Source: an optimization exercise on an open RTL-to-GDS flow (aim: small area, a short achievable clock period and few clock cycles per item). Production flows keep margins and buffers that such runs may drop. Function was checked by simulation only, so behaviour that the tests miss may differ from the original.

## average
module average #(
    parameter NOF_BITS = 32,
    parameter WIDTH = 32
) (
    input  wire                     clk,
    input  wire                     rst_n,
    input  wire                     start,
    input  wire                     data_first,
    input  wire                     data_last,
    input  wire [NOF_BITS-1:0]      data_in,
    output wire [NOF_BITS:0]        data_out,
    output reg                      busy,
    output reg                      TO,
    output reg                      done
);
For scale: about 770 cells after synthesis, about 73 I/O pins, about 6900 um2 of cells after synthesis.
export LEC_CHECK = 0
export CAP_MARGIN = 20
export CORE_MARGIN = 2
export CORE_UTILIZATION = 60
export CTS_BUF_LIST = sky130_fd_sc_hd__clkbuf_4 sky130_fd_sc_hd__clkbuf_8
export CTS_CLUSTER_SIZE = 30
export SETUP_SLACK_MARGIN = 5
export SLEW_MARGIN = 20
create_clock -name core_clock -period 8.0 [get_ports {clk}]
standard.sh (not shown) runs the stock make flow with config.mk's settings and CLKGATE_MAP_FILE= SYNTH_SCRIPT=/design/flow/synth_recipe.tcl, a recipe that flattens the netlist after the stock synthesis.
==> flow/flow/run.sh <==
#!/bin/bash
set -euo pipefail
bash standard.sh SETUP_SLACK_MARGIN=5.35 "BUFFER_PORTS_ARGS=-buffer_cell sky130_fd_sc_hd__buf_1" finish > make_finish.log 2>&1
Testbench counts at the start, summed over its fixed seeds: cycles 27,663, items 800.
Rerun with:
==> flow/flow/run.sh (replaced) <==
#!/bin/bash
set -euo pipefail
bash standard.sh SETUP_SLACK_MARGIN=5.25 "BUFFER_PORTS_ARGS=-buffer_cell sky130_fd_sc_hd__buf_1" finish > make_finish.log 2>&1
What happened: Core utilization falls by 1.3 points. Count of clock-buffer cells in the layout does not change. Cell area falls by about 1.9%.
Rerun with:
==> flow/flow/run.sh (replaced) <==
#!/bin/bash
set -euo pipefail
bash standard.sh SETUP_SLACK_MARGIN=5.4 finish > make_finish.log 2>&1
--- a/flow/config.mk
+++ b/flow/config.mk
@@ -11,2 +10,0 @@
-export CTS_BUF_LIST = sky130_fd_sc_hd__clkbuf_4 sky130_fd_sc_hd__clkbuf_8
-export CTS_CLUSTER_SIZE = 30
The new run completed with no timing, DRC or antenna violations.
Critical path depth is higher by 8.
Maximum frequency rose by a few percent.
Cell area goes up by roughly a tenth.
Via count came out higher by a few percent.
Worst setup slack improves by 0.069 ns.
Routed wire length came out higher by roughly a tenth.
Rerun with:
==> flow/run.sh (new file) <==
#!/bin/bash
# synth_recipe.tcl (not shown) runs the flow's synth.tcl, then flattens the netlist and writes it again
# the make line also repeats each setting of config.mk as NAME=value (left out here)
make -C /OpenROAD-flow-scripts/flow DESIGN_CONFIG=/design/flow/config.mk WORK_HOME=/design/flow/orfs CLKGATE_MAP_FILE= SYNTH_SCRIPT=/design/flow/synth_recipe.tcl finish
removed: flow/flow/run.sh
removed: flow/standard.sh
After rerunning: Synthesized area does not change. Final cell count came out lower by a few percent. Setup slack gets worse by 0.33 ns.
Rerun with:
==> flow/flow/run.sh (new file) <==
#!/bin/bash
set -euo pipefail
bash standard.sh SETUP_SLACK_MARGIN=5.2 "BUFFER_PORTS_ARGS=-buffer_cell sky130_fd_sc_hd__buf_1" finish > make_finish.log 2>&1
==> flow/standard.sh (new file) <==
#!/bin/bash
# synth_recipe.tcl (not shown) runs the flow's synth.tcl, then flattens the netlist and writes it again
# the make line also repeats each setting of config.mk as NAME=value (left out here)
make -C /OpenROAD-flow-scripts/flow DESIGN_CONFIG=/design/flow/config.mk WORK_HOME=/design/flow/orfs CLKGATE_MAP_FILE= SYNTH_SCRIPT=/design/flow/synth_recipe.tcl "${@:-finish}"
removed: flow/run.sh
- worst hold slack improves by 0.028 ns
- via count went up by 0.50%
- register-to-register slack gets better by 0.12 ns
- worst setup slack is better by 0.22 ns
- count of clock-buffer cells in the layout shrinks by 3
- routed wire length shrinks by 1.3%
- flip-flop and latch count is unchanged
- non-clock buffer count came out higher by 3
- global-route usage goes down by 0.81 points
Rerun with:
==> flow/flow/run.sh (replaced) <==
#!/bin/bash
set -euo pipefail
bash standard.sh SETUP_SLACK_MARGIN=5.3 "BUFFER_PORTS_ARGS=-buffer_cell sky130_fd_sc_hd__buf_1" finish > make_finish.log 2>&1
--- a/flow/config.mk
+++ b/flow/config.mk
@@ -10 +10,3 @@
-export CORE_UTILIZATION = 60
+export CORE_UTILIZATION = 72
+export CTS_BUF_LIST = sky130_fd_sc_hd__clkbuf_4 sky130_fd_sc_hd__clkbuf_8
+export CTS_CLUSTER_SIZE = 30
Result: Routed wire length goes up by 11%; synthesized cell count is unchanged; die area goes down by 16%; fmax goes up by 1.5%; clock-buffer cell count goes up by 4; cell count goes down by about 0.9%; non-clock buffer count goes up by 4; via count goes up by 6.1%; clock skew goes up by 0.0058 ns; final area goes down by about 1.3%.

[static timing again, ports no longer ideal]
How much do the figures lean on ideal ports? The routed layouts below were timed once more, with nothing changed but the port constraints.
Step 1: set_driving_cell puts a clkbuf_16 on clk and a buf_2 on each other input, an assumption about the parent block.
Step 2 adds t to the input delays and takes it off the output delays; t is the mean of the earliest and latest rising clock arrival at the registers after step 1. Input paths then give back, and output paths get back, about the clock's delay inside the block.
Three values: ideal ports, drivers, drivers and shift; two values: the first two.
run | t (ns) | slack for setup (ns) | hold WS [ns] | worst register clock-pin slew, ns | pins driven straight from the clock port
the first run | 0.479 | 5.399 / 5.363 / 5.439 | 0.476 / 0.476 / 0.476 | 0.08 / 0.08 | 1
the second run | 0.487 | 5.301 / 5.265 / 5.376 | 0.477 / 0.477 / 0.477 | 0.08 / 0.08 | 1
the third run | 0.463 | 5.370 / 5.354 / 5.370 | 0.460 / 0.460 / 0.460 | 0.06 / 0.06 | 1
the fourth run | 0.462 | 5.035 / 4.992 / 5.165 | 0.459 / 0.459 / 0.459 | 0.06 / 0.06 | 1
the fifth run | 0.458 | 5.257 / 5.218 / 5.288 | 0.487 / 0.487 / 0.487 | 0.06 / 0.06 | 1
the sixth run | 0.471 | 5.298 / 5.298 / 5.298 | 0.463 / 0.463 / 0.463 | 0.08 / 0.08 | 1
After both steps every run listed still meets setup and hold.
